Context: an optimization exercise on an open-source flow, tuned for small area, a short achievable clock period and few clock cycles per item. The choices shown serve that exercise and are no tape-out recipe.
Only simulation tests tie the RTL to the original design; equivalence was not proved.
No activity file was given, so power comes from the tool's default toggle rates.

`flow/standard.sh`:
```
#!/bin/bash
# synth_recipe.tcl (not shown) runs the flow's synth.tcl, then flattens the netlist and writes it again
# the make line also repeats each setting of config.mk as NAME=value (left out here)
make -C /OpenROAD-flow-scripts/flow DESIGN_CONFIG=/design/flow/config.mk WORK_HOME=/design/flow/orfs CLKGATE_MAP_FILE= SYNTH_SCRIPT=/design/flow/synth_recipe.tcl "${@:-finish}"
```
`flow/config.mk`:
```
export PLATFORM = sky130hd
export DESIGN_NAME = bin2bcd
export DESIGN_NICKNAME = bin2bcd
export VERILOG_FILES = /design/flow/design.v
export SDC_FILE = /design/flow/constraint.sdc
export NUM_CORES = 4
export LEC_CHECK = 0
export ABC_AREA = 1
export CAP_MARGIN = 20
export CORE_AREA = 2.3 2.72 63.7 63.28
export CTS_BUF_LIST = sky130_fd_sc_hd__clkbuf_4
export DIE_AREA = 0 0 66 66
export PLACE_DENSITY = 0.6
export SLEW_MARGIN = 20
```
`flow/constraint.sdc`:
```
create_clock -name core_clock -period 5.0 [get_ports {clk}]
set_input_delay 1.0000 -clock core_clock [delete_from_list [all_inputs] [get_ports {clk}]]
set_output_delay 1.0000 -clock core_clock [all_outputs]
set_load 0.01 [all_outputs]
```
`flow/flow/run.sh`:
```
#!/bin/bash
# Standard layout, but with the smallest buffer on every port instead of
# the delay buffer that buffer_ports picks by default.
set -euo pipefail
export BUFFER_PORTS_ARGS="-buffer_cell sky130_fd_sc_hd__buf_1"
bash standard.sh > standard.log 2>&1
```
`flow/design.v`:
```
module bin2bcd(bin, en, clk, reset, bcd_out, rdy);
	input [11:0] bin;
	input clk;
	input en;
	output [15:0] bcd_out;
	output rdy;
	input reset;
	reg [14:0] mid;     
	reg result_rdy;
	wire [12:0] front_o;
	wire [14:0] back_o;
	front u_front(.v(bin[11:2]), .o(front_o));
	always @(posedge clk)
		mid <= {front_o, bin[1:0]};
	always @(posedge clk or posedge reset) begin
		if (reset) result_rdy <= 1'b0;
		else result_rdy <= en;
	end
	back u_back(.m(mid[14:2]), .l(mid[1:0]), .o(back_o));
	assign bcd_out = {1'b0, back_o};
	assign rdy = result_rdy;
endmodule
module front(v, o);
	input [9:0] v;
	output [12:0] o;
	wire new_n24, new_n25, new_n26, new_n27, new_n28, new_n29, new_n30, new_n31, new_n32, new_n33, new_n34, new_n35, new_n36, new_n37, new_n38, new_n39, new_n40, new_n41, new_n42, new_n43, new_n44, new_n45, new_n46, new_n47, new_n48, new_n49, new_n50, new_n51, new_n52, new_n53, new_n54, new_n55, new_n56, new_n57, new_n58, new_n59, new_n60, new_n61, new_n62, new_n63, new_n64, new_n65, new_n66, new_n67, new_n68, new_n69, new_n70, new_n71, new_n72, new_n73, new_n74, new_n75, new_n76, new_n77, new_n78, new_n79, new_n80, new_n81, new_n82, new_n83, new_n84, new_n85, new_n86, new_n87, new_n88, new_n89, new_n90, new_n91, new_n92, new_n93, new_n94, new_n95, new_n96, new_n97, new_n98, new_n100, new_n101, new_n103, new_n104, new_n105, new_n107, new_n108, new_n110, new_n111, new_n112, new_n113, new_n114, new_n115, new_n116, new_n117, new_n118, new_n119, new_n120, new_n121, new_n122, new_n123, new_n124, new_n125, new_n126, new_n127, new_n129, new_n130, new_n131, new_n132, new_n133, new_n134, new_n135, new_n136, new_n137, new_n138, new_n139, new_n140, new_n141, new_n142, new_n143, new_n144, new_n146, new_n147, new_n149, new_n150, new_n151, new_n153, new_n154;
	assign new_n24 = ~v[7] & v[9];
	assign new_n25 = ~v[8] & new_n24;
	assign new_n26 = v[6] & new_n25;
	assign new_n27 = v[8] & ~new_n24;
	assign new_n28 = ~v[6] & new_n27;
	assign new_n29 = v[7] & ~v[9];
	assign new_n30 = ~v[7] & ~v[8];
	assign new_n31 = v[9] & ~new_n30;
	assign new_n32 = ~v[7] & new_n31;
	assign new_n33 = ~new_n29 & ~new_n32;
	assign new_n34 = new_n28 & new_n33;
	assign new_n35 = ~new_n26 & ~new_n34;
	assign new_n36 = v[5] & ~new_n35;
	assign new_n37 = ~v[6] & new_n25;
	assign new_n38 = ~new_n28 & ~new_n33;
	assign new_n39 = ~new_n37 & ~new_n38;
	assign new_n40 = ~v[5] & ~new_n39;
	assign new_n41 = ~v[6] & ~new_n29;
	assign new_n42 = new_n27 & ~new_n41;
	assign new_n43 = ~new_n25 & ~new_n42;
	assign new_n44 = v[6] & ~new_n43;
	assign new_n45 = ~v[6] & new_n43;
	assign new_n46 = ~new_n44 & ~new_n45;
	assign new_n47 = new_n40 & ~new_n46;
	assign new_n48 = ~new_n36 & ~new_n47;
	assign new_n49 = v[4] & ~new_n48;
	assign new_n50 = ~v[5] & ~new_n35;
	assign new_n51 = ~new_n40 & new_n46;
	assign new_n52 = ~new_n50 & ~new_n51;
	assign new_n53 = ~v[5] & ~new_n46;
	assign new_n54 = ~new_n39 & ~new_n53;
	assign new_n55 = new_n35 & ~new_n54;
	assign new_n56 = v[5] & ~new_n55;
	assign new_n57 = ~v[5] & new_n55;
	assign new_n58 = ~new_n56 & ~new_n57;
	assign new_n59 = ~v[4] & ~new_n58;
	assign new_n60 = ~new_n52 & new_n59;
	assign new_n61 = ~new_n49 & ~new_n60;
	assign new_n62 = v[3] & ~new_n61;
	assign new_n63 = ~v[4] & ~new_n48;
	assign new_n64 = ~v[4] & ~new_n52;
	assign new_n65 = new_n58 & ~new_n64;
	assign new_n66 = ~new_n63 & ~new_n65;
	assign new_n67 = ~v[3] & ~new_n66;
	assign new_n68 = ~new_n52 & ~new_n59;
	assign new_n69 = new_n48 & ~new_n68;
	assign new_n70 = v[4] & ~new_n69;
	assign new_n71 = ~v[4] & new_n69;
	assign new_n72 = ~new_n70 & ~new_n71;
	assign new_n73 = new_n67 & ~new_n72;
	assign new_n74 = ~new_n62 & ~new_n73;
	assign new_n75 = ~v[2] & ~new_n74;
	assign new_n76 = ~v[3] & ~new_n61;
	assign new_n77 = ~new_n67 & new_n72;
	assign new_n78 = ~new_n76 & ~new_n77;
	assign new_n79 = ~v[2] & ~new_n78;
	assign new_n80 = ~v[3] & ~new_n72;
	assign new_n81 = ~new_n66 & ~new_n80;
	assign new_n82 = new_n61 & ~new_n81;
	assign new_n83 = v[3] & ~new_n82;
	assign new_n84 = ~v[3] & new_n82;
	assign new_n85 = ~new_n83 & ~new_n84;
	assign new_n86 = ~new_n79 & new_n85;
	assign new_n87 = ~new_n75 & ~new_n86;
	assign new_n88 = ~v[2] & ~new_n85;
	assign new_n89 = ~new_n78 & ~new_n88;
	assign new_n90 = new_n74 & ~new_n89;
	assign new_n91 = v[2] & ~new_n90;
	assign new_n92 = ~v[2] & new_n90;
	assign new_n93 = ~new_n91 & ~new_n92;
	assign new_n94 = ~v[1] & ~new_n93;
	assign new_n95 = ~new_n87 & ~new_n94;
	assign new_n96 = v[2] & ~new_n74;
	assign new_n97 = new_n79 & ~new_n85;
	assign new_n98 = ~new_n96 & ~new_n97;
	assign o[4] = new_n95 | ~new_n98;
	assign new_n100 = ~v[1] & o[4];
	assign new_n101 = v[1] & ~o[4];
	assign o[1] = new_n100 | new_n101;
	assign new_n103 = ~v[1] & ~new_n98;
	assign new_n104 = ~v[1] & ~new_n87;
	assign new_n105 = new_n93 & ~new_n104;
	assign o[2] = new_n103 | new_n105;
	assign new_n107 = v[1] & ~new_n98;
	assign new_n108 = ~new_n87 & new_n94;
	assign o[3] = new_n107 | new_n108;
	assign new_n110 = new_n43 & new_n55;
	assign new_n111 = new_n31 & new_n110;
	assign new_n112 = ~new_n69 & new_n111;
	assign new_n113 = ~new_n31 & ~new_n43;
	assign new_n114 = new_n31 & ~new_n55;
	assign new_n115 = new_n31 & ~new_n110;
	assign new_n116 = new_n55 & ~new_n115;
	assign new_n117 = ~new_n114 & ~new_n116;
	assign new_n118 = new_n69 & ~new_n117;
	assign new_n119 = new_n113 & new_n118;
	assign new_n120 = ~new_n112 & ~new_n119;
	assign new_n121 = new_n82 & ~new_n120;
	assign new_n122 = new_n69 & new_n111;
	assign new_n123 = new_n69 & new_n113;
	assign new_n124 = new_n117 & ~new_n123;
	assign new_n125 = ~new_n122 & ~new_n124;
	assign new_n126 = new_n82 & ~new_n125;
	assign new_n127 = new_n113 & ~new_n118;
	assign o[10] = new_n111 | new_n127;
	assign new_n129 = ~new_n69 & ~o[10];
	assign new_n130 = new_n69 & o[10];
	assign new_n131 = ~new_n129 & ~new_n130;
	assign new_n132 = ~new_n126 & ~new_n131;
	assign new_n133 = ~new_n121 & ~new_n132;
	assign new_n134 = new_n82 & new_n131;
	assign new_n135 = ~new_n125 & ~new_n134;
	assign new_n136 = new_n120 & ~new_n135;
	assign new_n137 = new_n82 & ~new_n136;
	assign new_n138 = ~new_n82 & new_n136;
	assign new_n139 = ~new_n137 & ~new_n138;
	assign new_n140 = new_n90 & new_n139;
	assign new_n141 = ~new_n133 & ~new_n140;
	assign new_n142 = ~new_n82 & ~new_n120;
	assign new_n143 = new_n126 & new_n131;
	assign new_n144 = ~new_n142 & ~new_n143;
	assign o[8] = new_n141 | ~new_n144;
	assign new_n146 = new_n90 & o[8];
	assign new_n147 = ~new_n90 & ~o[8];
	assign o[5] = new_n146 | new_n147;
	assign new_n149 = new_n90 & ~new_n144;
	assign new_n150 = new_n90 & ~new_n133;
	assign new_n151 = ~new_n139 & ~new_n150;
	assign o[6] = new_n149 | new_n151;
	assign new_n153 = ~new_n90 & ~new_n144;
	assign new_n154 = ~new_n133 & new_n140;
	assign o[7] = new_n153 | new_n154;
	assign o[9] = ~new_n115 & ~new_n136;
	assign o[11] = new_n115 & new_n136;
	assign o[12] = new_n115 & ~new_n136;
	assign o[0] = v[0];
endmodule
module back(m, l, o);
	input [12:0] m;
	input [1:0] l;
	output [14:0] o;
	wire new_n31, new_n32, new_n33, new_n34, new_n35, new_n36, new_n37, new_n38, new_n39, new_n40, new_n41, new_n42, new_n43, new_n44, new_n45, new_n47, new_n48, new_n50, new_n51, new_n52, new_n54, new_n55, new_n57, new_n58, new_n59, new_n60, new_n61, new_n62, new_n63, new_n64, new_n65, new_n66, new_n67, new_n68, new_n69, new_n70, new_n71, new_n73, new_n74, new_n76, new_n77, new_n78, new_n80, new_n81, new_n83, new_n84, new_n85, new_n86, new_n87, new_n88, new_n90, new_n91, new_n92, new_n93, new_n94, new_n95, new_n96, new_n97, new_n99, new_n100, new_n102, new_n103, new_n104, new_n106, new_n107;
	assign new_n31 = ~m[0] & m[3];
	assign new_n32 = ~m[0] & m[2];
	assign new_n33 = m[1] & ~new_n32;
	assign new_n34 = ~new_n31 & ~new_n33;
	assign new_n35 = ~m[0] & ~m[1];
	assign new_n36 = m[2] & ~new_n35;
	assign new_n37 = ~m[3] & ~new_n36;
	assign new_n38 = m[0] & ~new_n37;
	assign new_n39 = ~m[0] & new_n37;
	assign new_n40 = ~new_n38 & ~new_n39;
	assign new_n41 = ~l[1] & ~new_n40;
	assign new_n42 = ~new_n34 & ~new_n41;
	assign new_n43 = m[0] & m[3];
	assign new_n44 = m[2] & new_n35;
	assign new_n45 = ~new_n43 & ~new_n44;
	assign o[4] = new_n42 | ~new_n45;
	assign new_n47 = ~l[1] & o[4];
	assign new_n48 = l[1] & ~o[4];
	assign o[1] = new_n47 | new_n48;
	assign new_n50 = ~l[1] & ~new_n45;
	assign new_n51 = ~l[1] & ~new_n34;
	assign new_n52 = new_n40 & ~new_n51;
	assign o[2] = new_n50 | new_n52;
	assign new_n54 = l[1] & ~new_n45;
	assign new_n55 = ~new_n40 & new_n51;
	assign o[3] = new_n54 | new_n55;
	assign new_n57 = ~m[4] & m[7];
	assign new_n58 = ~m[4] & m[6];
	assign new_n59 = m[5] & ~new_n58;
	assign new_n60 = ~new_n57 & ~new_n59;
	assign new_n61 = ~m[4] & ~m[5];
	assign new_n62 = m[6] & ~new_n61;
	assign new_n63 = ~m[7] & ~new_n62;
	assign new_n64 = ~m[4] & ~new_n63;
	assign new_n65 = m[4] & new_n63;
	assign new_n66 = ~new_n64 & ~new_n65;
	assign new_n67 = new_n37 & new_n66;
	assign new_n68 = ~new_n60 & ~new_n67;
	assign new_n69 = m[4] & m[7];
	assign new_n70 = ~m[5] & new_n58;
	assign new_n71 = ~new_n69 & ~new_n70;
	assign o[8] = new_n68 | ~new_n71;
	assign new_n73 = new_n37 & o[8];
	assign new_n74 = ~new_n37 & ~o[8];
	assign o[5] = new_n73 | new_n74;
	assign new_n76 = new_n37 & ~new_n71;
	assign new_n77 = new_n37 & ~new_n60;
	assign new_n78 = ~new_n66 & ~new_n77;
	assign o[6] = new_n76 | new_n78;
	assign new_n80 = ~new_n37 & ~new_n71;
	assign new_n81 = ~new_n60 & new_n67;
	assign o[7] = new_n80 | new_n81;
	assign new_n83 = ~m[8] & m[11];
	assign new_n84 = ~m[8] & m[10];
	assign new_n85 = m[9] & ~new_n84;
	assign new_n86 = ~new_n83 & ~new_n85;
	assign new_n87 = ~m[8] & ~m[9];
	assign new_n88 = m[10] & ~new_n87;
	assign o[13] = m[11] | new_n88;
	assign new_n90 = m[8] & o[13];
	assign new_n91 = ~m[8] & ~o[13];
	assign new_n92 = ~new_n90 & ~new_n91;
	assign new_n93 = new_n63 & ~new_n92;
	assign new_n94 = ~new_n86 & ~new_n93;
	assign new_n95 = m[8] & m[11];
	assign new_n96 = m[10] & new_n87;
	assign new_n97 = ~new_n95 & ~new_n96;
	assign o[12] = new_n94 | ~new_n97;
	assign new_n99 = new_n63 & o[12];
	assign new_n100 = ~new_n63 & ~o[12];
	assign o[9] = new_n99 | new_n100;
	assign new_n102 = new_n63 & ~new_n97;
	assign new_n103 = new_n63 & ~new_n86;
	assign new_n104 = new_n92 & ~new_n103;
	assign o[10] = new_n102 | new_n104;
	assign new_n106 = ~new_n63 & ~new_n97;
	assign new_n107 = ~new_n92 & new_n103;
	assign o[11] = new_n106 | new_n107;
	assign o[0] = l[0];
	assign o[14] = m[12];
endmodule
```
==> notes.md, run 1 <==
Largest net degree at the start of global routing = 10
CTS Buffer Depth = 2
Critical Path Max Stage Delay = 0.39 ns
Worst EP arrival = 1.96 ns
Gpl congestion = 0.8360
Post-Synth Simple-Gate Area = 35.70%
Finish-stage setup viols = 0
Clk slew on worst S/H paths = 0.08 ns
Post-route minimum period = 2.960 ns
First-pass GRT wire length = 3974 µm
Critical Path RT = 4.00 ns
Switch Pwr = 0.2989 mW
Cts bufs inserted = 3
Leak = 0.7351 nW
Initial antenna violation count = 0
Via count = 1271
Die height = 66 µm
Worst setup SP type = flip-flop
Slowest CP cell = dfxtp_1
Clk pwr share = 11.0%
VDD IR max = 99.33 µV
RSZ-0062 raised after global routing = no
Final instance area = 0.001484 mm²
Number of DRC markers in iteration 0 = 50
Logic pwr share = 60.9%
Crit-path max FO = 6
Average cell area after synthesis = 6.208 µm²
Top-Level Pins = 32
Syn. warnings = 1
Dpl ws = 1.767 ns
Adder-Cell Fraction of Synth Area = 0%
I/O Buffers = 30
Sequential Area = 325.3 µm²
Power per cell area = 426.2 mW/mm²
Post-route ant nets = 0
Post-route DRC = 0
Kind of end point of the critical path = primary output
Wirelength per Cell = 7.702 µm
Vias in the first global route = 1078
CP startpoint = mid[2]
DIE WIDTH = 66 µm
Crit-path cells = nor2_1, o21bai_1, xor2_1, nor2_1, o21ai_0, xor2_1, buf_1
Layout Nets = 257
Die area = 0.004356 mm²
Net Sw Frac = 47.26%
Tcrit/Tclk final = 59.21%
PnR worst setup slack = 2.040 ns
GRT Total Usage = 11.00%
Congestion Overflow GR = 0
Hold Crit Class = in -> async
Row count = 22
WL final = 2226 µm
Crit path kind = reg -> out
CTS root buffer = clkbuf_4
Final Hold Slack = 0.5141 ns
Total power = 0.6324 mW
CTS tree = yes
DPL Wire Length = 1915 µm
H-tree levels = 1
MaxCap Viol Count = 0
Internal power = 0.3335 mW
Fraction of layout cells with a size suffix above 1 = 15.77%
Area grow syn2layout = 13.82%
Setup TNS = 0 ns
Post-Syn Instances = 210
Fmax = 337.8 MHz
Final hold vios = 0
Via-to-Cell Ratio = 4.398
Starting Density = 35.61%
Main combinational cell family by area after synthesis = simple AND/OR/NAND/NOR gates
Initial DRT Pass Iterations = 4
Slew Limit Fails = 0
Post-CTS Hold Buffers = 0
Compound-cell area share of the yosys netlist = 20.35%
Post-synth net total = 225
Number of diodes = 0
Status = complete, no violations
Unique masters post-synth = 25
Fill cells = 391
Multi-input logic area = 787.0 µm²
CTS Sinks = 16
Core area = 0.003661 mm²
Register area share after synthesis = 24.95%
XOR/XNOR share of the synthesized area = 4.031%
Crit path to = bcd_out[1]
# resized after CTS = 0
Flop pwr share = 28.1%
Mapped Area = 0.001304 mm²
Yosys reg bits = 16
Placed cell area = 0.001454 mm²
Mux cell area share after synthesis = 0%
Setup bufs post-CTS = 0
-- critical path, delay by kind of cell (launching register included) --
family / cells / cell delay [ns]
compound gates: 2 / 0.58
xor+xnor: 2 / 0.42
flops: 1 / 0.39
buf+inv: 1 / 0.16
simple gates: 2 / 0.14
-- state kept, by name, indices dropped and copies added (netlist names) --
signal,flops
mid,15
result_rdy,1
-- final cells by class --
type	count	area share, %
clock buffers	4	2.024
well taps	48	4.047
inverters	45	11.38
multi-input cells	146	53.04
repair buffers	30	7.589
flip-flops and latches	16	21.92
-- power groups by stage --
stage          logic, mW  registers (mW)  clock network [mW]
2_1_floorplan      0.300           0.177                   0
5_1_grt            0.448           0.183              0.0806
3_5_place_dp       0.389           0.181                   0
6_report           0.385           0.178              0.0697
4_1_cts            0.390           0.178              0.0746
3_3_place_gp       0.384           0.181                   0
-- Yosys cell counts, drive strengths merged --
| cell type | instances | area share [%] |
|---|---|---|
| nand2 | 57 | 21 |
| inv | 45 | 13 |
| o21ai | 24 | 10 |
| nor2 | 21 | 6.2 |
| dfxtp | 15 | 23 |
| nand3 | 13 | 6.5 |
| o22ai | 10 | 4.8 |
| xor2 | 6 | 4.0 |
| a22oi | 4 | 2.3 |
| buf | 3 | 1.7 |
| nand4 | 3 | 1.4 |
| a21oi | 2 | 0.77 |
| o21bai | 2 | 1.2 |
| a22o | 1 | 0.67 |
| conb | 1 | 0.29 |
| dfrtp | 1 | 1.9 |
| o211ai | 1 | 0.58 |
| or2 | 1 | 0.48 |
-- placed cells by master (no fill, tap or decap), types with 2 or more instances in the layout --
master / instances
a22oi_1: 4
clkbuf_4: 4
nand3_2: 4
dfxtp_1: 15
buf_1: 30
a21oi_1: 2
nand4_1: 3
o22ai_1: 10
inv_2: 5
xor2_1: 6
o21ai_1: 5
nor2_1: 20
o21ai_2: 3
inv_1: 40
nand2_4: 2
o21bai_1: 2
nand3_1: 9
o21ai_0: 16
nand2_2: 18
nand2_1: 37
-- metrics by stage --
stage          utilization (%)  std cells
3_3_place_gp             39.71        285
2_1_floorplan                -        210
3_5_place_dp             39.71        285
5_1_grt                  40.53        289
6_report                 40.53        289
4_1_cts                  40.53        289
-- cell families (layout without fill, tap and decap cells) --
group                  after synthesis  after routing
AO/OA/AOI/OAI                       44             44
XOR/XNOR                             6              6
buffers and inverters               48             79
flip-flops                          16             16
other                                1              1
AND/OR/NAND/NOR                     95             95
-- worst min path at each step --
| stage | startpoint | end | slack [ns] |
|---|---|---|---|
| after floorplan | reset | result_rdy | 0.73 |
| after global placement | reset | result_rdy | 0.81 |
| after detailed placement | reset | result_rdy | 0.81 |
| after CTS | reset | result_rdy | 0.50 |
| after global routing | reset | result_rdy | 0.51 |
| final | reset | result_rdy | 0.51 |
-- per-layer routing --
layer / global-route usage, % / vias up / wire length [µm]
li1: - / 726 / -
met2: 18.81 / 21 / 1003
met1: 14.40 / 522 / 1124
met4: 4.592 / 0 / 25
met5: 0 / - / 0
met3: 0.5111 / 2 / 73
Testbench counts, summed over its fixed seeds: cycles 2,056, items 2,048.
==> run 2: changes to the inputs <==
--- a/flow/config.mk
+++ b/flow/config.mk
@@ -9,5 +9,7 @@
 export CAP_MARGIN = 20
 export CORE_AREA = 2.3 2.72 63.7 63.28
-export CTS_BUF_LIST = sky130_fd_sc_hd__clkbuf_4
+export CTS_BUF_LIST = sky130_fd_sc_hd__clkbuf_8
+export CTS_CLUSTER_DIAMETER = 100
+export CTS_CLUSTER_SIZE = 30
 export DIE_AREA = 0 0 66 66
 export PLACE_DENSITY = 0.6
==> notes.md, run 2 <==
Status = complete, no violations
Setup TNS = 0 ns
Leak = 0.7436 nW
Main combinational cell family by area after synthesis = simple AND/OR/NAND/NOR gates
Via-to-Cell Ratio = 4.429
Largest Register = mid
Worst setup SP type = input port
Sequential Area = 325.3 µm²
Dpl ws = 1.767 ns
Via count = 1280
Commonest non-fill, non-tap cell in the layout = inv_1
CTS Sinks = 16
Register area share after synthesis = 24.95%
Post-route minimum period = 2.971 ns
# resized after CTS = 0
Number of DRC markers in iteration 0 = 42
MaxCap Viol Count = 0
Congestion Overflow GR = 0
First-pass GRT wire length = 3995 µm
Post-synth top area share = 23.03%
Gpl congestion = 0.8360
Crit path kind = in -> reg
Switch Pwr = 0.3039 mW
Slew Limit Fails = 0
Biggest area consumer among synthesized cells = dfxtp_1
Cts bufs inserted = 3
Kind of end point of the critical path = flip-flop
I/O Buffers = 30
Fraction of layout cells with a size suffix above 1 = 15.35%
Tcrit/Tclk final = 59.41%
Critical Path Max Stage Delay = 0.13 ns
Mapped Area = 0.001304 mm²
Post-route DRC = 0
CTS root buffer = clkbuf_8
XOR/XNOR share of the synthesized area = 4.031%
CTS Buffer Depth = 2
Slowest CP cell = buf_1
Unique masters post-synth = 25
Area contributors post-synth = dfxtp_1, inv_1, nand2_1
Cell mode on critical path = nand2_2
Area grow syn2layout = 14.97%
Flop pwr share = 27.2%
Fmax = 336.6 MHz
Average cell area after synthesis = 6.208 µm²
Starting Density = 35.61%
Fill cells = 387
Internal power = 0.3519 mW
GRT Total Usage = 11.11%
Critical Path RT = 5.14 ns
Post-route ant nets = 0
Layout Nets = 257
CP startpoint = bin[11]
Largest net degree at the start of global routing = 10
Power per cell area = 437.5 mW/mm²
Top-Level Pins = 32
CTS tree = yes
Yosys reg bits = 16
Most frequent cell after synthesis = inv_1
Number of diodes = 0
Die area = 0.004356 mm²
Core area = 0.003661 mm²
Post-synth top flop = dfxtp_1
Hold Crit Class = in -> async
Mux cell area share after synthesis = 0%
Post-Syn Instances = 210
Wirelength per Cell = 7.837 µm
Logic pwr share = 58.7%
Initial DRT Pass Iterations = 4
PnR worst setup slack = 2.029 ns
Placed cell area = 0.001454 mm²
Post-synth EDFFs = 0
Max reg flops = 15
Post-CTS Hold Buffers = 0
Worst EP arrival = 3.11 ns
Setup bufs post-CTS = 0
VDD IR max = 138.3 µV
Syn. warnings = 1
Finish-stage setup viols = 0
Compound-cell area share of the yosys netlist = 20.35%
Clk slew on worst S/H paths = 0.06 ns
RSZ-0062 raised after global routing = no
Cells after DPL = 285
Multi-input logic area = 787.0 µm²
Die height = 66 µm
Row count = 22
Most frequent cells after synthesis = inv_1, nand2_1, nor2_1
DIE WIDTH = 66 µm
WL final = 2265 µm
DPL Wire Length = 1915 µm
H-tree levels = 1
Post-Synth Simple-Gate Area = 35.70%
Initial antenna violation count = 0
Vias in the first global route = 1073
Crit-path max FO = 5
Most frequent cells in the layout = inv_1, nand2_1, buf_1, nor2_1, nand2_2
Clk pwr share = 14.1%
Layout Cells excl Fill = 289
Adder-Cell Fraction of Synth Area = 0%
Net Sw Frac = 46.34%
Post-synth net total = 225
Final hold vios = 0
Regs by FF count = mid x15, result_rdy x1
Post-synth ARST share = 6.250%
Final instance area = 0.001499 mm²
run 2: cell count changes in the layout (fill, tap and decap cells not counted), sizes merged:
cell,before,now
clkbuf,4,3
inv,45,46
run 2: stage by stage:
stage               hold slack (ns)  power (mW)  util, %
finish                       0.5479      0.6558    40.94
global route                 0.5575      0.7348    40.94
CTS                          0.5419      0.6674    40.94
detailed placement           0.8120      0.5702    39.71
global placement             0.8091      0.5643    39.71
floorplan                    0.7287      0.4768        -
run 2: critical path, delay by kind of cell:
kind	cells	cell delay [ns]
buffers and inverters	2	0.19
and+or+nand+nor	26	1.92
run 2: kinds of logic after synthesis:
group                  Yosys count
AO/OA/AOI/OAI                   44
XOR/XNOR                         6
buffers and inverters           48
flip-flops                      16
other                            1
AND/OR/NAND/NOR                 95
run 2: power groups by stage:
stage,Combinational (mW),Sequential (mW),Clock (mW)
floorplan,0.300,0.177,0
global placement,0.384,0.181,0
detailed placement,0.389,0.181,0
CTS,0.391,0.178,0.0986
global route,0.448,0.183,0.103
finish,0.385,0.178,0.0928
run 2: final timing paths:
| kind | endpoint | slack, ns | cells after the start |
|---|---|---|---|
| worst max-delay path | mid[3] | 2.03 | 28 |
| worst min-delay path | result_rdy | 0.55 | 2 |
| max in group asynchronous | result_rdy | 4.36 | 2 |
| min in group core_clock | mid[1] | 0.85 | 1 |
run 2: final cells by class:
class	instances	area share, %
flip-flops and latches	16	21.70
multi-input cells	146	52.50
clock buffers	3	2.755
clock inverters	1	0.2504
inverters	45	11.27
repair buffers	30	7.513
well taps	48	4.007
run 2: per-layer routing:
metal | routed length [µm] | global-route usage, %
met1 | 1140 | 14.61
met3 | 71 | 0.5111
met4 | 32 | 5.357
met5 | 0 | 0
met2 | 1020 | 18.56
==> run 3: changes to the inputs <==
--- a/flow/flow/run.sh
+++ b/flow/flow/run.sh
@@ -4,3 +4,4 @@
 set -euo pipefail
 export BUFFER_PORTS_ARGS="-buffer_cell sky130_fd_sc_hd__buf_1"
+export CTS_ARGS="-repair_clock_nets -buf_list sky130_fd_sc_hd__clkbuf_4 -root_buf sky130_fd_sc_hd__clkbuf_4"
 bash standard.sh > standard.log 2>&1
--- a/flow/config.mk
+++ b/flow/config.mk
@@ -9,7 +9,4 @@
 export CAP_MARGIN = 20
 export CORE_AREA = 2.3 2.72 63.7 63.28
-export CTS_BUF_LIST = sky130_fd_sc_hd__clkbuf_8
-export CTS_CLUSTER_DIAMETER = 100
-export CTS_CLUSTER_SIZE = 30
 export DIE_AREA = 0 0 66 66
 export PLACE_DENSITY = 0.6
==> notes.md, run 3 <==
Initial DRT Pass Iterations = 4
Regs by FF count = mid x15, result_rdy x1
Met3 Use GR = 0.5111%
Commonest non-fill, non-tap cell in the layout = inv_1
MaxCap Viol Count = 0
Power per cell area = 426.2 mW/mm²
Fmax = 337.8 MHz
Largest Register = mid
Core area = 0.003661 mm²
Fraction of layout cells with a size suffix above 1 = 15.77%
Post-synth top flop = dfxtp_1
Crit path kind = reg -> out
Met2 GRT Util = 18.81%
Busiest metal layer after global routing = met2
Finish-stage setup viols = 0
Largest net degree at the start of global routing = 10
GRT Total Usage = 11.00%
Critical Path RT = 4.00 ns
Final hold vios = 0
# resized after CTS = 0
I/O Buffers = 30
Wirelength per Cell = 7.702 µm
First-pass GRT wire length = 3974 µm
Unique masters post-synth = 25
Post-synth ARST share = 6.250%
Setup TNS = 0 ns
Starting Density = 35.61%
GRT met1 Usage = 14.40%
Vias in the first global route = 1078
Average cell area after synthesis = 6.208 µm²
Post-route DRC = 0
WL final = 2226 µm
Area contributors post-synth = dfxtp_1, inv_1, nand2_1
Die height = 66 µm
Most frequent cells in the layout = inv_1, nand2_1, buf_1, nor2_1, nand2_2
Leak = 0.7351 nW
Hold Crit Class = in -> async
Congestion Overflow GR = 0
Initial antenna violation count = 0
Post-route ant nets = 0
Post-CTS Hold Buffers = 0
Post-synth net total = 225
Tcrit/Tclk final = 59.21%
Slew Limit Fails = 0
Final Hold Slack = 0.5141 ns
Yosys reg bits = 16
Register area share after synthesis = 24.95%
DIE WIDTH = 66 µm
Via-to-Cell Ratio = 4.398
Gpl congestion = 0.8360
Cts bufs inserted = 3
VDD IR max = 99.33 µV
CTS Sinks = 16
Row count = 22
CTS tree = yes
Final instance area = 0.001484 mm²
Number of DRC markers in iteration 0 = 50
Top-Level Pins = 32
Post-synth top area share = 23.03%
CTS Buffer Depth = 2
PnR worst setup slack = 2.040 ns
Post-route minimum period = 2.960 ns
Kind of end point of the critical path = primary output
Number of diodes = 0
Max reg flops = 15
Biggest area consumer among synthesized cells = dfxtp_1
Most frequent cell after synthesis = inv_1
Die area = 0.004356 mm²
Post-Syn Instances = 210
Status = complete, no violations
RSZ-0062 raised after global routing = no
Worst EP arrival = 1.96 ns
Via count = 1271
Syn. warnings = 1
DPL Wire Length = 1915 µm
Post-synth EDFFs = 0
Layout Nets = 257
Mapped Area = 0.001304 mm²
Most frequent cells after synthesis = inv_1, nand2_1, nor2_1
Placed cell area = 0.001454 mm²
Area grow syn2layout = 13.82%
Setup bufs post-CTS = 0
Crit-path max FO = 6
Clk slew on worst S/H paths = 0.08 ns
CTS root buffer = clkbuf_4
Dpl ws = 1.767 ns
Worst setup SP type = flip-flop
H-tree levels = 1
-- run 3: cell types whose count changed in the layout (fill, tap and decap cells not counted), sizes merged --
cell | previous run | this run
inv | 46 | 45
clkbuf | 3 | 4
-- run 3: per-layer routing --
layer | vias to the layer above | share of wire [%]
met5 | - | 0
met4 | 0 | 1.1
met3 | 2 | 3.3
met2 | 21 | 45
met1 | 522 | 50
li1 | 726 | -
-- run 3: final timing paths --
kind | end | startpoint | depth (start not counted) | slack [ns]
min in group core_clock | result_rdy | en | 1 | 0.82
max in group asynchronous | result_rdy | reset | 2 | 4.40
min | result_rdy | reset | 2 | 0.51
max | bcd_out[1] | mid[2] | 7 | 2.04
-- run 3: per-stage QoR --
| step | util, % | power, mW | instances |
|---|---|---|---|
| 2_1_floorplan | - | 0.4768 | 210 |
| 3_3_place_gp | 39.71 | 0.5643 | 285 |
| 3_5_place_dp | 39.71 | 0.5702 | 285 |
| 4_1_cts | 40.53 | 0.6428 | 289 |
| 5_1_grt | 40.53 | 0.7118 | 289 |
| 6_report | 40.53 | 0.6324 | 289 |
-- run 3: report_power, final --
part           internal [mW]  switching [mW]  total [mW]
logic                  0.138           0.247       0.385
registers              0.159          0.0188       0.178
clock network         0.0363          0.0334      0.0697
total                  0.334           0.299       0.632
-- run 3: logic make-up (layout without fill, tap and decap cells) --
| logic type | count (synthesis) | in the layout | share of synthesized area, % |
|---|---|---|---|
| XOR/XNOR | 6 | 6 | 4.031 |
| AND/OR/NAND/NOR | 95 | 95 | 35.70 |
| other | 1 | 1 | 0.2876 |
| AO/OA/AOI/OAI | 44 | 44 | 20.35 |
| buffers and inverters | 48 | 79 | 14.68 |
| flip-flops | 16 | 16 | 24.95 |
-- run 3: critical path, cell delays in order, from the launching register on --
cell      delay, ns
dfxtp_1        0.39
nor2_1         0.08
o21bai_1       0.35
xor2_1         0.26
nor2_1         0.06
o21ai_0        0.23
xor2_1         0.16
buf_1          0.16
-- run 3: area by class of cell --
class	instances	area, µm²
clock buffers	4	30.03
fillers	391	2177
inverters	45	168.9
multi-input cells	146	787.0
flip-flops and latches	16	325.3
well taps	48	60.06
repair buffers	30	112.6
==> run 4: changes to the inputs <==
==> flow/flow/run.sh (replaced) <==
#!/bin/bash
# Standard layout, but with the smallest buffer on every port instead of
# the delay buffer that buffer_ports picks by default.
set -euo pipefail
export BUFFER_PORTS_ARGS="-buffer_cell sky130_fd_sc_hd__buf_1"
export CTS_ARGS="-sink_clustering_enable -repair_clock_nets -buf_list sky130_fd_sc_hd__clkbuf_4 -root_buf sky130_fd_sc_hd__clkbuf_4 -sink_clustering_size 50 -sink_clustering_max_diameter 500"
bash standard.sh > standard.log 2>&1
==> notes.md, run 4 <==
Largest net degree at the start of global routing = 10
Yosys reg bits = 16
Layout Cells excl Fill = 289
Crit-path max FO = 6
Most frequent cells in the layout = inv_1, nand2_1, buf_1, nor2_1, nand2_2
Number of diodes = 0
GRT Total Usage = 11.00%
Fraction of layout cells with a size suffix above 1 = 15.77%
Power per cell area = 426.2 mW/mm²
Tcrit/Tclk final = 59.21%
Worst setup SP type = flip-flop
Congestion Overflow GR = 0
Area contributors post-synth = dfxtp_1, inv_1, nand2_1
Post-Synth Simple-Gate Area = 35.70%
Mapped Area = 0.001304 mm²
CP bufs+invs = 1
# resized after CTS = 0
Initial DRT Pass Iterations = 4
Area grow syn2layout = 13.82%
Regs by FF count = mid x15, result_rdy x1
WL final = 2226 µm
Kind of end point of the critical path = primary output
CP top delay family = compound AO/OA/AOI/OAI gates
Most frequent cell after synthesis = inv_1
Mux cell area share after synthesis = 0%
Die height = 66 µm
Via count = 1271
MaxCap Viol Count = 0
RSZ-0062 raised after global routing = no
First-pass GRT wire length = 3974 µm
Leak = 0.7351 nW
Largest Register = mid
VDD IR max = 99.33 µV
Slowest CP cell = dfxtp_1
CTS Buffer Depth = 2
Placed cell area = 0.001454 mm²
Unique masters post-synth = 25
DIE WIDTH = 66 µm
Post-Syn Instances = 210
Vias in the first global route = 1078
CTS Sinks = 16
Final Hold Slack = 0.5141 ns
Cells after DPL = 285
CTS root buffer = clkbuf_4
Final instance area = 0.001484 mm²
Compound-cell area share of the yosys netlist = 20.35%
Number of DRC markers in iteration 0 = 50
Initial antenna violation count = 0
Clk slew on worst S/H paths = 0.08 ns
Biggest area consumer among synthesized cells = dfxtp_1
DPL Wire Length = 1915 µm
Average cell area after synthesis = 6.208 µm²
Fmax = 337.8 MHz
Fill cells = 391
Post-CTS Hold Buffers = 0
Row count = 22
Worst EP arrival = 1.96 ns
Crit-path cells = nor2_1, o21bai_1, xor2_1, nor2_1, o21ai_0, xor2_1, buf_1
Critical Path RT = 4.00 ns
Post-synth top flop = dfxtp_1
Crit path kind = reg -> out
Gpl congestion = 0.8360
Util after Layout = 40.53%
CTS tree = yes
Cts bufs inserted = 3
Max reg flops = 15
I/O Buffers = 30
Final hold vios = 0
Post-route ant nets = 0
Status = complete, no violations
Slew Limit Fails = 0
Via-to-Cell Ratio = 4.398
Core area = 0.003661 mm²
Post-route minimum period = 2.960 ns
Layout Nets = 257
Commonest non-fill, non-tap cell in the layout = inv_1
Critical Path Max Stage Delay = 0.39 ns
Setup TNS = 0 ns
Starting Density = 35.61%
Syn. warnings = 1
Post-route DRC = 0
Post-synth net total = 225
Wirelength per Cell = 7.702 µm
Post-synth EDFFs = 0
Post-synth top area share = 23.03%
Setup bufs post-CTS = 0
Main combinational cell family by area after synthesis = simple AND/OR/NAND/NOR gates
Most frequent cells after synthesis = inv_1, nand2_1, nor2_1
H-tree levels = 1
Post-synth ARST share = 6.250%
Die area = 0.004356 mm²
XOR/XNOR share of the synthesized area = 4.031%
Adder-Cell Fraction of Synth Area = 0%
Register area share after synthesis = 24.95%
Top-Level Pins = 32
Hold Crit Class = in -> async
Finish-stage setup viols = 0
run 4: cell counts after synthesis:
Identical to the previous run, type by type.
run 4: final cells by class:
type | count | area (µm²) | share of cell area (%)
inverter | 45 | 168.9 | 11.38
tap | 48 | 60.06 | 4.047
clock buffer | 4 | 30.03 | 2.024
sequential | 16 | 325.3 | 21.92
multi-input combinational | 146 | 787.0 | 53.04
timing repair buffer | 30 | 112.6 | 7.589
run 4: where the power goes:
part | switching (mW) | internal, mW
Clock | 0.0334 | 0.0363
Sequential | 0.0188 | 0.159
Combinational | 0.247 | 0.138
Total | 0.299 | 0.334
run 4: logic make-up (layout without fill, tap and decap cells):
group,after synthesis,after routing
simple gates,95,95
buf+inv,48,79
compound gates,44,44
flops,16,16
xor+xnor,6,6
other cells,1,1
run 4: routing by layer:
metal,vias up,part of all wire (%),GRT usage (%)
met5,-,0,0
li1,726,-,-
met3,2,3.3,0.5111
met1,522,50,14.40
met4,0,1.1,4.592
met2,21,45,18.81
run 4: stage by stage:
step | setup WS [ns] | power (mW)
2_1_floorplan | 2.174 | 0.4768
3_3_place_gp | 1.791 | 0.5643
3_5_place_dp | 1.767 | 0.5702
4_1_cts | 1.963 | 0.6428
5_1_grt | 1.671 | 0.7118
6_report | 2.040 | 0.6324
run 4: worst paths after layout:
path,depth (start not counted),start,endpoint
max,7,mid[2],bcd_out[1]
min,2,reset,result_rdy
max in group asynchronous,2,reset,result_rdy
min in group core_clock,1,en,result_rdy
==> run 5: changes to the inputs <==
==> flow/flow/run.sh (replaced) <==
#!/bin/bash
# Standard layout, but with the smallest buffer on every port instead of
# the delay buffer that buffer_ports picks by default.
set -euo pipefail
export BUFFER_PORTS_ARGS="-buffer_cell sky130_fd_sc_hd__buf_1"
export CTS_ARGS="-sink_clustering_enable -repair_clock_nets -dont_use_dummy_load -buf_list sky130_fd_sc_hd__clkbuf_4 -root_buf sky130_fd_sc_hd__clkbuf_4"
bash standard.sh > standard.log 2>&1
==> notes.md, run 5 <==
Commonest non-fill, non-tap cell in the layout = inv_1
Vias in the first global route = 1074
Number of DRC markers in iteration 0 = 42
Setup TNS = 0 ns
I/O Buffers = 30
GRT Total Usage = 10.97%
Layout Nets = 257
Total power = 0.6226 mW
VDD IR max = 95.47 µV
Placed cell area = 0.001454 mm²
# resized after CTS = 0
Via count = 1270
Slowest CP cell = dfxtp_1
CTS tree = yes
Post-Syn Instances = 210
Most frequent cells in the layout = inv_1, nand2_1, buf_1, nor2_1, nand2_2
CTS Buffer Depth = 2
Number of diodes = 0
Fmax = 337.7 MHz
Clk slew on worst S/H paths = 0.08 ns
Final instance area = 0.001476 mm²
Critical Path Max Stage Delay = 0.39 ns
H-tree levels = 1
Final Hold Slack = 0.5198 ns
Gpl congestion = 0.8360
Fraction of layout cells with a size suffix above 1 = 15.42%
Wirelength per Cell = 7.740 µm
Die area = 0.004356 mm²
Unique masters post-synth = 25
Cts bufs inserted = 3
Crit path kind = reg -> out
Crit-path max FO = 6
Core area = 0.003661 mm²
Post-synth net total = 225
Critical Path RT = 4.00 ns
Biggest area consumer among synthesized cells = dfxtp_1
CP bufs+invs = 1
Starting Density = 35.61%
Average cell area after synthesis = 6.208 µm²
CTS root buffer = clkbuf_4
Largest Register = mid
Crit-path cells = nor2_1, o21bai_1, xor2_1, nor2_1, o21ai_0, xor2_1, buf_1
Die height = 66 µm
Levels on crit path = 7
Finish-stage setup viols = 0
Slew Limit Fails = 0
Dpl ws = 1.767 ns
Initial DRT Pass Iterations = 4
Largest net degree at the start of global routing = 9
Status = complete, no violations
Max reg flops = 15
Initial antenna violation count = 0
Hold Crit Class = in -> async
Post-synth EDFFs = 0
Most frequent cell after synthesis = inv_1
Via-to-Cell Ratio = 4.410
Util after Layout = 40.33%
DIE WIDTH = 66 µm
Power per cell area = 421.7 mW/mm²
Yosys reg bits = 16
Post-CTS Hold Buffers = 0
Tcrit/Tclk final = 59.22%
Cells after DPL = 285
Post-route ant nets = 0
Mapped Area = 0.001304 mm²
Regs by FF count = mid x15, result_rdy x1
Area contributors post-synth = dfxtp_1, inv_1, nand2_1
Post-route DRC = 0
WL final = 2229 µm
Register area share after synthesis = 24.95%
Setup bufs post-CTS = 0
Post-synth ARST share = 6.250%
First-pass GRT wire length = 3967 µm
Post-route minimum period = 2.961 ns
Final hold vios = 0
Worst setup SP type = flip-flop
Row count = 22
CP top delay family = compound AO/OA/AOI/OAI gates
Worst EP arrival = 1.96 ns
Post-synth top area share = 23.03%
DPL Wire Length = 1915 µm
RSZ-0062 raised after global routing = no
Leak = 0.7305 nW
Most frequent cells after synthesis = inv_1, nand2_1, nor2_1
Top-Level Pins = 32
CTS Sinks = 16
Kind of end point of the critical path = primary output
MaxCap Viol Count = 0
Syn. warnings = 1
PnR worst setup slack = 2.039 ns
Area grow syn2layout = 13.24%
Layout Cells excl Fill = 288
Congestion Overflow GR = 0
Post-synth top flop = dfxtp_1
[run 5: routing by layer]
metal	GRT usage [%]	up-vias	wire length [µm]
li1	-	726	-
met1	14.40	521	1126
met2	18.69	21	1003
met3	0.5111	2	73
met4	4.592	0	25
met5	0	-	0
[run 5: area by class of cell]
class                      count  area, µm²
sequential                    16      325.3
tap                           48      60.06
inverter                      45      168.9
multi-input combinational    146      787.0
timing repair buffer          30      112.6
clock buffer                   3      22.52
fill                         390       2185
[run 5: path summary, 6_finish.rpt]
check                        from         end  slack (ns)
worst max-delay path       mid[2]  bcd_out[1]        2.04
min in group core_clock    bin[1]      mid[1]        0.82
max in group asynchronous   reset  result_rdy        4.39
worst min-delay path        reset  result_rdy        0.52
[run 5: cell families (layout without fill, tap and decap cells)]
family | Yosys count | count (layout) | share of synthesized area, %
compound gates | 44 | 44 | 20.35
xor+xnor | 6 | 6 | 4.031
buf+inv | 48 | 78 | 14.68
flops | 16 | 16 | 24.95
other cells | 1 | 1 | 0.2876
simple gates | 95 | 95 | 35.70
[run 5: power by group]
| group | switching [mW] | leakage, nW | total, mW | internal, mW |
|---|---|---|---|---|
| Clock | 0.0321 | 0.0138 | 0.0599 | 0.0278 |
| Sequential | 0.0188 | 0.137 | 0.178 | 0.159 |
| Combinational | 0.247 | 0.579 | 0.385 | 0.138 |
| Total | 0.298 | 0.731 | 0.623 | 0.325 |
==> run 6: changes to the inputs <==
--- a/flow/config.mk
+++ b/flow/config.mk
@@ -10,4 +10,4 @@
 export CORE_AREA = 2.3 2.72 63.7 63.28
 export DIE_AREA = 0 0 66 66
-export PLACE_DENSITY = 0.6
+export PLACE_DENSITY = 0.85
 export SLEW_MARGIN = 20
==> notes.md, run 6 <==
RSZ-0062 raised after global routing = no
Core area = 0.003661 mm²
Cells after DPL = 285
Mapped Area = 0.001304 mm²
Crit path kind = reg -> out
Fmax = 333.9 MHz
Final hold vios = 0
Leak = 0.7305 nW
Regs by FF count = mid x15, result_rdy x1
I/O Buffers = 30
Unique masters post-synth = 25
Top-Level Pins = 32
Area grow syn2layout = 13.24%
Tcrit/Tclk final = 59.89%
Area contributors post-synth = dfxtp_1, inv_1, nand2_1
Fraction of layout cells with a size suffix above 1 = 15.42%
Syn. warnings = 1
DIE WIDTH = 66 µm
Post-synth net total = 225
Largest Register = mid
Post-synth EDFFs = 0
Post-CTS Hold Buffers = 0
Post-synth ARST share = 6.250%
Worst setup SP type = flip-flop
Setup TNS = 0 ns
Post-route ant nets = 0
Die area = 0.004356 mm²
Wirelength per Cell = 7.906 µm
WL final = 2277 µm
Via count = 1284
Number of DRC markers in iteration 0 = 22
CTS Buffer Depth = 2
Hold Crit Class = in -> async
Register area share after synthesis = 24.95%
Initial DRT Pass Iterations = 4
Via-to-Cell Ratio = 4.458
Post-route minimum period = 2.995 ns
Largest net degree at the start of global routing = 10
Kind of end point of the critical path = primary output
Cts bufs inserted = 3
Worst EP arrival = 1.99 ns
VDD IR max = 119.8 µV
Status = complete, no violations
Vias in the first global route = 1155
Most frequent cell after synthesis = inv_1
Die height = 66 µm
Power per cell area = 423.6 mW/mm²
Number of diodes = 0
CTS Sinks = 16
Post-route DRC = 0
Critical Path RT = 4.00 ns
Max reg flops = 15
Setup bufs post-CTS = 0
DPL Wire Length = 1958 µm
Yosys reg bits = 16
Clk slew on worst S/H paths = 0.08 ns
H-tree levels = 1
Post-Syn Instances = 210
Finish-stage setup viols = 0
Layout Cells excl Fill = 288
Starting Density = 35.61%
CTS root buffer = clkbuf_4
GRT Total Usage = 11.32%
Gpl congestion = 0.8403
Post-synth top area share = 23.03%
Layout Nets = 257
Biggest area consumer among synthesized cells = dfxtp_1
Most frequent cells in the layout = inv_1, nand2_1, buf_1, nor2_1, nand2_2
Commonest non-fill, non-tap cell in the layout = inv_1
Average cell area after synthesis = 6.208 µm²
Crit-path max FO = 6
Row count = 22
MaxCap Viol Count = 0
Post-synth top flop = dfxtp_1
Congestion Overflow GR = 0
Slew Limit Fails = 0
# resized after CTS = 0
CTS tree = yes
Most frequent cells after synthesis = inv_1, nand2_1, nor2_1
Initial antenna violation count = 0
First-pass GRT wire length = 4098 µm
-- run 6: worst paths after layout --
| check | startpoint | to | slack (ns) | cells after the start |
|---|---|---|---|---|
| max in group asynchronous | reset | result_rdy | 4.38 | 2 |
| min in group core_clock | bin[1] | mid[1] | 0.81 | 1 |
| max | mid[2] | bcd_out[1] | 2.01 | 7 |
| min | reset | result_rdy | 0.53 | 2 |
-- run 6: critical path, cell delays in order, from the launching register on --
cell      delay (ns)
dfxtp_1         0.39
nor2_1          0.08
o21bai_1        0.36
xor2_1          0.26
nor2_1          0.06
o21ai_0         0.25
xor2_1          0.17
buf_1           0.16
-- run 6: per-stage QoR --
step | utilization (%) | hold slack (ns) | area, µm² | power (mW) | setup slack [ns]
floorplan | - | 0.7287 | 1304 | 0.4768 | 2.174
global placement | 39.71 | 0.8064 | 1454 | 0.5568 | 1.871
detailed placement | 39.71 | 0.8158 | 1454 | 0.5695 | 1.786
CTS | 40.33 | 0.5205 | 1476 | 0.6318 | 1.958
global route | 40.33 | 0.5288 | 1476 | 0.7074 | 1.710
finish | 40.33 | 0.5287 | 1476 | 0.6254 | 2.005
-- run 6: layer usage --
layer	track usage, %	routed length [µm]	share of wire [%]
met5	0	0	0
met4	4.592	0	0
met3	0.5111	80	3.5
met2	22.10	1118	49
met1	12.62	1078	47
-- run 6: cell type report --
class | count | area, µm²
Clock buffer | 3 | 22.52
Fill cell | 400 | 2185
Inverter | 45 | 168.9
Multi-Input combinational cell | 146 | 787.0
Sequential cell | 16 | 325.3
Tap cell | 48 | 60.06
Timing Repair Buffer | 30 | 112.6
-- run 6: cells by family (layout without fill, tap and decap cells) --
family,Yosys count,count (layout),synth area share [%]
AOI/OAI and AO/OA,44,44,20.35
xor gates and xnor gates,6,6,4.031
other,1,1,0.2876
DFF,16,16,24.95
and+or+nand+nor,95,95,35.70
buffers and inverters,48,78,14.68
-- run 6: power breakdown --
group | internal (mW) | switching (mW)
Combinational | 0.138 | 0.248
Clock | 0.0278 | 0.0333
Sequential | 0.159 | 0.0189
==> run 7: changes to the inputs <==
--- a/flow/config.mk
+++ b/flow/config.mk
@@ -10,4 +10,4 @@
 export CORE_AREA = 2.3 2.72 63.7 63.28
 export DIE_AREA = 0 0 66 66
-export PLACE_DENSITY = 0.85
+export PLACE_DENSITY = 0.4
 export SLEW_MARGIN = 20
==> notes.md, run 7 <==
Crit path kind = reg -> out
Largest net degree at the start of global routing = 10
Tcrit/Tclk final = 59.90%
GRT Total Usage = 11.99%
Slew Limit Fails = 0
Largest Register = mid
Worst EP arrival = 2.00 ns
CTS Buffer Depth = 2
Post-synth top area share = 23.03%
Number of DRC markers in iteration 0 = 23
CP bufs+invs = 1
Cts bufs inserted = 3
Layout Nets = 257
CTS Sinks = 16
Post-route minimum period = 2.995 ns
Status = complete, no violations
VDD IR max = 101.9 µV
Crit-path max FO = 6
Critical Path RT = 4.00 ns
Biggest area consumer among synthesized cells = dfxtp_1
DPL Wire Length = 2074 µm
CTS tree = yes
Initial DRT Pass Iterations = 4
Post-route DRC = 0
H-tree levels = 1
Row count = 22
Mux cell area share after synthesis = 0%
Initial antenna violation count = 0
Syn. warnings = 1
Via count = 1327
Gpl congestion = 0.7289
Clk slew on worst S/H paths = 0.09 ns
Post-synth top flop = dfxtp_1
Kind of end point of the critical path = primary output
Post-Synth Simple-Gate Area = 35.70%
Hold Crit Class = in -> async
Number of diodes = 0
MaxCap Viol Count = 0
Core area = 0.003661 mm²
CP top delay family = compound AO/OA/AOI/OAI gates
Dpl ws = 1.778 ns
Main combinational cell family by area after synthesis = simple AND/OR/NAND/NOR gates
CTS root buffer = clkbuf_4
Average cell area after synthesis = 6.208 µm²
Worst setup SP type = flip-flop
Critical Path Max Stage Delay = 0.38 ns
Fmax = 333.9 MHz
Slowest CP cell = dfxtp_1
Adder-Cell Fraction of Synth Area = 0%
Fraction of layout cells with a size suffix above 1 = 15.42%
Post-synth net total = 225
Area contributors post-synth = dfxtp_1, inv_1, nand2_1
Setup bufs post-CTS = 0
Yosys reg bits = 16
Regs by FF count = mid x15, result_rdy x1
Top-Level Pins = 32
First-pass GRT wire length = 4188 µm
Post-synth ARST share = 6.250%
Wirelength per Cell = 8.191 µm
Commonest non-fill, non-tap cell in the layout = inv_1
Post-synth EDFFs = 0
# resized after CTS = 0
Final Hold Slack = 0.5164 ns
Setup TNS = 0 ns
Power per cell area = 426.1 mW/mm²
Congestion Overflow GR = 0
Leak = 0.7305 nW
Register area share after synthesis = 24.95%
DIE WIDTH = 66 µm
Total power = 0.6292 mW
Post-CTS Hold Buffers = 0
Post-Syn Instances = 210
PnR worst setup slack = 2.005 ns
Post-route ant nets = 0
WL final = 2359 µm
Compound-cell area share of the yosys netlist = 20.35%
Starting Density = 35.61%
Unique masters post-synth = 25
XOR/XNOR share of the synthesized area = 4.031%
Most frequent cell after synthesis = inv_1
Area grow syn2layout = 13.24%
RSZ-0062 raised after global routing = no
Die area = 0.004356 mm²
Util after Layout = 40.33%
Die height = 66 µm
I/O Buffers = 30
Max reg flops = 15
Most frequent cells after synthesis = inv_1, nand2_1, nor2_1
Finish-stage setup viols = 0
Vias in the first global route = 1170
Crit-path cells = nor2_1, o21bai_1, xor2_1, nor2_1, o21ai_0, xor2_1, buf_1
Mapped Area = 0.001304 mm²
Most frequent cells in the layout = inv_1, nand2_1, buf_1, nor2_1, nand2_2
Final hold vios = 0
Via-to-Cell Ratio = 4.608
run 7: how the worst max path moves through the flow:
stage            start    endpoint  cells past startpoint
2_1_floorplan   bin[8]      mid[3]                     26
3_3_place_gp   bin[11]      mid[3]                     28
3_5_place_dp   bin[11]      mid[3]                     28
4_1_cts         mid[2]  bcd_out[1]                      7
5_1_grt         bin[9]      mid[4]                     22
6_report        mid[2]  bcd_out[1]                      7
run 7: report_power, final:
group	switching, mW	internal (mW)	total (mW)
clock network	0.0334	0.0278	0.0612
registers	0.0189	0.159	0.178
logic	0.252	0.138	0.390
total	0.304	0.325	0.629
run 7: layout make-up:
| type | instances | area, µm² |
|---|---|---|
| multi-input combinational | 146 | 787.0 |
| tap | 48 | 60.06 |
| fill | 422 | 2185 |
| clock buffer | 3 | 22.52 |
| inverter | 45 | 168.9 |
| sequential | 16 | 325.3 |
| timing repair buffer | 30 | 112.6 |
run 7: cells by family after synthesis:
kind of cell	count (synthesis)
and+or+nand+nor	95
buffers and inverters	48
AOI/OAI and AO/OA	44
DFF	16
xor gates and xnor gates	6
other	1
run 7: through the flow:
step                instance area, µm²  cells
finish                            1476    288
global route                      1476    288
CTS                               1476    288
detailed placement                1454    285
global placement                  1454    285
floorplan                         1304    210
run 7: metal layers:
layer	part of all wire (%)	global-route usage [%]
met5	0	0
met4	1.3	6.122
met3	3.9	1.533
met2	47	23.23
met1	48	12.41
==> run 8: changes to the inputs <==
--- a/flow/config.mk
+++ b/flow/config.mk
@@ -10,4 +10,5 @@
 export CORE_AREA = 2.3 2.72 63.7 63.28
 export DIE_AREA = 0 0 66 66
-export PLACE_DENSITY = 0.4
+export PLACE_DENSITY = 0.6
+export SETUP_SLACK_MARGIN = 2.15
 export SLEW_MARGIN = 20
==> notes.md, run 8 <==
Kind of end point of the critical path = flip-flop
Area grow syn2layout = 38.20%
Commonest non-fill, non-tap cell in the layout = inv_1
Status = complete, no violations
Layout Cells excl Fill = 298
Util after Layout = 49.21%
Crit path kind = in -> reg
Slowest CP cell = o21ai_1
Most frequent cells in the layout = inv_1, nand2_1, buf_1, nor2_1, nand2_4
Die area = 0.004356 mm²
Vias in the first global route = 1111
Max reg flops = 15
Post-synth top area share = 23.03%
Power per cell area = 390.3 mW/mm²
Slew Limit Fails = 0
DIE WIDTH = 66 µm
Cells after DPL = 285
GRT Total Usage = 11.50%
Crit-path cells = buf_12, inv_6, nand2_4, nand2_4, nand2_4, nand2_4, nand2_4, nand3_4, nand2_4, nand2_4, nor2_2, nor2_2, o21ai_1, nand2_2, nand2_2, nand2_2, nand2_1, nand2_1, o211ai_1, nand2_1, nand2_2, nand2_2, nand3_1, nand2_1
Via-to-Cell Ratio = 4.591
Most frequent cell after synthesis = inv_1
Cell mode on critical path = nand2_4
Post-synth ARST share = 6.250%
Largest Register = mid
Worst setup SP type = input port
Initial DRT Pass Iterations = 4
Leak = 0.8768 nW
Fmax = 344.2 MHz
Flop pwr share = 25.8%
Post-synth top flop = dfxtp_1
Row count = 22
RSZ-0062 raised after global routing = yes
Die height = 66 µm
I/O Buffers = 30
Layout Nets = 267
Register area share after synthesis = 24.95%
Clk slew on worst S/H paths = 0.08 ns
Crit-path max FO = 4
CP bufs+invs = 2
CTS Buffer Depth = 2
Largest net degree at the start of global routing = 9
Net Sw Frac = 47.71%
MaxCap Viol Count = 0
Unique masters post-synth = 25
Congestion Overflow GR = 0
Placed cell area = 0.001454 mm²
CTS Sinks = 16
Post-CTS Hold Buffers = 0
Regs by FF count = mid x15, result_rdy x1
Wirelength per Cell = 9.547 µm
GRT met1 Usage = 14.92%
Post-synth net total = 225
Worst EP arrival = 3.08 ns
Critical Path Max Stage Delay = 0.21 ns
Number of DRC markers in iteration 0 = 32
Core area = 0.003661 mm²
Average cell area after synthesis = 6.208 µm²
Post-synth EDFFs = 0
Area contributors post-synth = dfxtp_1, inv_1, nand2_1
Finish-stage setup viols = 0
Via count = 1368
Biggest area consumer among synthesized cells = dfxtp_1
Logic pwr share = 65.6%
Clk pwr share = 8.6%
Met3 Use GR = 0.5111%
Post-Syn Instances = 210
Mapped Area = 0.001304 mm²
Internal power = 0.3677 mW
Hold Crit Class = in -> async
Setup TNS = 0 ns
First-pass GRT wire length = 4167 µm
Post-route ant nets = 0
WL final = 2845 µm
Post-route DRC = 0
VDD IR max = 102.7 µV
Switch Pwr = 0.3354 mW
CTS tree = yes
Fill cells = 364
CTS root buffer = clkbuf_4
DPL Wire Length = 1915 µm
H-tree levels = 1
Post-route minimum period = 2.906 ns
Final hold vios = 0
Met2 GRT Util = 19.82%
Tcrit/Tclk final = 58.11%
Syn. warnings = 1
Final instance area = 0.001802 mm²
Number of diodes = 0
Busiest metal layer after global routing = met2
Cts bufs inserted = 3
Starting Density = 35.61%
Gpl congestion = 0.8360
Initial antenna violation count = 0
Fraction of layout cells with a size suffix above 1 = 34.40%
CP top delay family = simple AND/OR/NAND/NOR gates
Top-Level Pins = 32
Yosys reg bits = 16
Most frequent cells after synthesis = inv_1, nand2_1, nor2_1
Critical Path RT = 5.17 ns
CP startpoint = bin[11]
run 8: metal layers:
metal,wire (µm),part of all wire (%),vias to the layer above
li1,-,-,745
met3,72,2.5,2
met4,25,0.88,0
met2,1493,52,21
met1,1253,44,600
met5,0,0,-
run 8: repair_timing:
item / 4_1_cts / 5_1_grt
hold endpoints to repair: 0 / 0
gates resized for setup: 9 / 68
endpoints found under the setup margin: 8 / 15
pin swaps: 4 / 18
buffers inserted: 2 / 8
run 8: path summary, 6_finish.rpt:
check | slack (ns) | end | cells after the start
setup / recovery | 2.09 | mid[7] | 24
hold / removal | 0.52 | result_rdy | 2
max in group asynchronous | 4.39 | result_rdy | 2
min in group core_clock | 0.82 | mid[1] | 1
run 8: power groups by stage:
stage	sequential [mW]	clock, mW	combinational, mW
2_1_floorplan	0.177	0	0.300
3_3_place_gp	0.181	0	0.384
3_5_place_dp	0.181	0	0.389
4_1_cts	0.178	0.0655	0.401
5_1_grt	0.187	0.0697	0.525
6_report	0.182	0.0603	0.461
run 8: cell families (layout without fill, tap and decap cells):
kind of cell / count (synthesis) / after routing / share of synthesized area [%]
compound gates: 44 / 44 / 20.35
other cells: 1 / 1 / 0.2876
flops: 16 / 16 / 24.95
simple gates: 95 / 95 / 35.70
buf+inv: 48 / 88 / 14.68
xor+xnor: 6 / 6 / 4.031
run 8: layout make-up:
class | count | area [µm²] | share of cell area (%)
multi-input cells | 146 | 977.2 | 54.24
flip-flops and latches | 16 | 329.1 | 18.26
repair buffers | 40 | 231.5 | 12.85
inverters | 45 | 181.4 | 10.07
well taps | 48 | 60.06 | 3.333
clock buffers | 3 | 22.52 | 1.250
run 8: through the flow:
stage                     worst slack, ns  hold WS (ns)  power [mW]
after global placement              1.791        0.8091      0.5643
final                               2.094        0.5199      0.7031
after floorplan                     2.174        0.7287      0.4768
after global routing                1.961        0.5170      0.7813
after CTS                           2.155        0.5078      0.6446
after detailed placement            1.767        0.8120      0.5702
==> run 9: changes to the inputs <==
--- a/flow/config.mk
+++ b/flow/config.mk
@@ -11,4 +11,4 @@
 export DIE_AREA = 0 0 66 66
 export PLACE_DENSITY = 0.6
-export SETUP_SLACK_MARGIN = 2.15
+export SETUP_SLACK_MARGIN = 2.3
 export SLEW_MARGIN = 20
==> notes.md, run 9 <==
Status = complete, no violations
Die area = 0.004356 mm²
Initial DRT Pass Iterations = 4
CP startpoint = bin[11]
Kind of end point of the critical path = flip-flop
Clk slew on worst S/H paths = 0.08 ns
Fraction of layout cells with a size suffix above 1 = 39.77%
Post-synth EDFFs = 0
Post-CTS Hold Buffers = 0
Largest net degree at the start of global routing = 10
Met3 Use GR = 1.022%
Busiest metal layer after global routing = met2
Average cell area after synthesis = 6.208 µm²
GRT Total Usage = 13.10%
Mux cell area share after synthesis = 0%
Crit path kind = in -> reg
Area contributors post-synth = dfxtp_1, inv_1, nand2_1
Yosys reg bits = 16
Slew Limit Fails = 0
DPL Wire Length = 1983 µm
Most frequent cell after synthesis = inv_1
Post-route DRC = 0
Cells after DPL = 285
Syn. warnings = 1
Post-synth net total = 225
Area grow syn2layout = 46.35%
Register area share after synthesis = 24.95%
Cts bufs inserted = 3
Fmax = 347.8 MHz
Via count = 1449
CTS tree = yes
Number of diodes = 0
Post-Synth Simple-Gate Area = 35.70%
Mapped Area = 0.001304 mm²
First-pass GRT wire length = 4685 µm
DIE WIDTH = 66 µm
Tcrit/Tclk final = 57.50%
MaxCap Viol Count = 0
Post-synth ARST share = 6.250%
Core area = 0.003661 mm²
CTS Buffer Depth = 2
Congestion Overflow GR = 0
Leak = 0.9590 nW
Cell mode on critical path = nand2_4
Largest Register = mid
Via-to-Cell Ratio = 4.644
Top-Level Pins = 32
CTS root buffer = clkbuf_4
Crit-path cells = buf_12, a21oi_4, nand2_4, nand2_2, nand2_2, nand3_2, nand2_4, nand2_4, nand2_4, buf_6, a22o_1, o21ai_2, inv_1, o21ai_1, nand2_1, nand2_2, nand2_4, buf_4, buf_4, o22ai_2
Finish-stage setup viols = 0
Adder-Cell Fraction of Synth Area = 0%
Starting Density = 35.61%
Worst setup SP type = input port
Max reg flops = 15
Regs by FF count = mid x15, result_rdy x1
Row count = 22
Commonest non-fill, non-tap cell in the layout = inv_1
Post-synth top flop = dfxtp_1
Number of DRC markers in iteration 0 = 39
WL final = 2861 µm
H-tree levels = 1
Worst EP arrival = 3.08 ns
Post-route minimum period = 2.875 ns
CTS Sinks = 16
Post-Syn Instances = 210
Main combinational cell family by area after synthesis = simple AND/OR/NAND/NOR gates
XOR/XNOR share of the synthesized area = 4.031%
I/O Buffers = 30
Met2 GRT Util = 24.37%
Layout Nets = 281
Post-route ant nets = 0
Die height = 66 µm
Initial antenna violation count = 0
Critical Path RT = 5.20 ns
Unique masters post-synth = 25
Most frequent cells after synthesis = inv_1, nand2_1, nor2_1
VDD IR max = 116.9 µV
Slowest CP cell = a22o_1
Vias in the first global route = 1254
Most frequent cells in the layout = inv_1, nand2_1, buf_4, buf_1, nor2_1
Final hold vios = 0
Layout Cells excl Fill = 312
Critical Path Max Stage Delay = 0.20 ns
GRT met1 Usage = 14.99%
Post-synth top area share = 23.03%
Power per cell area = 401.9 mW/mm²
Crit-path max FO = 5
Wirelength per Cell = 9.170 µm
Hold Crit Class = in -> async
Gpl congestion = 0.7929
Setup TNS = 0 ns
Biggest area consumer among synthesized cells = dfxtp_1
Compound-cell area share of the yosys netlist = 20.35%
RSZ-0062 raised after global routing = yes
## run 9: changes by cell type in the layout (fill, tap and decap cells not counted), sizes merged
cell and delta:
buf +12, clkbuf +2
## run 9: cell type report
type / instances / area, µm²
Inverter: 45 / 188.9
Multi-Input combinational cell: 146 / 957.2
Fill cell: 377 / 1753
Timing Repair Buffer: 54 / 349.1
Sequential cell: 16 / 330.3
Tap cell: 48 / 60.06
Clock buffer: 3 / 22.52
## run 9: stage by stage
step	worst slack, ns	hold slack (ns)	power (mW)	instance area (µm²)	util (%)
2_1_floorplan	2.179	0.7287	0.4800	1340	-
3_3_place_gp	1.632	0.8085	0.5696	1490	40.70
3_5_place_dp	1.589	0.8076	0.5741	1490	40.70
4_1_cts	2.218	0.5022	0.6944	1728	47.20
5_1_grt	1.994	0.4866	0.8504	1908	52.12
6_report	2.125	0.5166	0.7669	1908	52.12
## run 9: worst max-delay path: cells and delay by family
kind                   cells  cell delay [ns]
AOI/OAI and AO/OA          5             0.74
buffers and inverters      5             0.56
and+or+nand+nor           10             0.78
## run 9: worst paths after layout
path | slack (ns) | to
setup / recovery | 2.13 | mid[8]
min in group core_clock | 0.81 | mid[2]
max in group asynchronous | 4.40 | result_rdy
hold / removal | 0.52 | result_rdy
## run 9: kinds of logic (layout without fill, tap and decap cells)
group | count (synthesis) | after routing
and+or+nand+nor | 95 | 95
buffers and inverters | 48 | 102
AOI/OAI and AO/OA | 44 | 44
DFF | 16 | 16
xor gates and xnor gates | 6 | 6
other | 1 | 1
## run 9: power by group
group          internal [mW]  switching, mW
combinational          0.228          0.293
clock                 0.0278         0.0342
sequential             0.161         0.0224
## run 9: timing repair
item,4_1_cts,5_1_grt
setup endpoints to repair,16,16
buffers inserted,14,10
pin swaps,20,21
gates cloned,0,0
endpoints found under the hold margin,0,0
gates resized for setup,40,35
## run 9: metal layers
metal  wire [µm]  vias up  part of all wire, %
li1            -      775                    -
met1        1217      650                   43
met2        1514       20                   53
met3          79        4                  2.8
met4          50        0                  1.7
met5           0        -                    0

-- port drivers added, routing unchanged --
Ports are ideal in the flow. The routed layouts listed here were re-timed in OpenROAD. Step 1: set_driving_cell puts a clkbuf_16 on clk and a buf_2 on each other input, an assumption about the parent block. Step 2 adds t to the input delays and takes it off the output delays; t is the mean of the earliest and latest rising clock arrival at the registers after step 1. Input paths then give back, and output paths get back, about the clock's delay inside the block. Slacks: ideal ports / drivers / drivers and shift; pairs: ideal ports / drivers.
| run | shift t [ns] | setup WS [ns] | worst setup path after step 2 | latest minus earliest clock arrival (ns) | worst slew at a driven data input, ns |
|---|---|---|---|---|---|
| run 1 | 0.288 | 2.040 / 2.019 / 1.767 | input to register | 0.007 / 0.008 | 0.03 |
| run 2 | 0.263 | 2.029 / 2.027 / 1.764 | input to register | 0.005 / 0.004 | 0.03 |
| run 3 | 0.288 | 2.040 / 2.019 / 1.767 | input to register | 0.007 / 0.008 | 0.03 |
| run 4 | 0.288 | 2.040 / 2.019 / 1.767 | input to register | 0.007 / 0.008 | 0.03 |
| run 5 | 0.286 | 2.039 / 2.018 / 1.769 | input to register | 0.002 / 0.003 | 0.03 |
| run 6 | 0.285 | 2.005 / 1.988 / 1.802 | input to register | 0.006 / 0.005 | 0.03 |
| run 7 | 0.289 | 2.005 / 1.983 / 1.770 | input to register | 0.013 / 0.013 | 0.03 |
| run 8 | 0.287 | 2.094 / 2.051 / 1.764 | input to register | 0.001 / 0.002 | 0.06 |
| run 9 | 0.289 | 2.125 / 2.075 / 1.786 | input to register | 0.001 / 0.001 | 0.08 |
After both steps setup and hold are still met in every run listed. The setup slack of run 9, which loses most, moves by -0.050 ns with the drivers and by -0.339 ns with both steps.
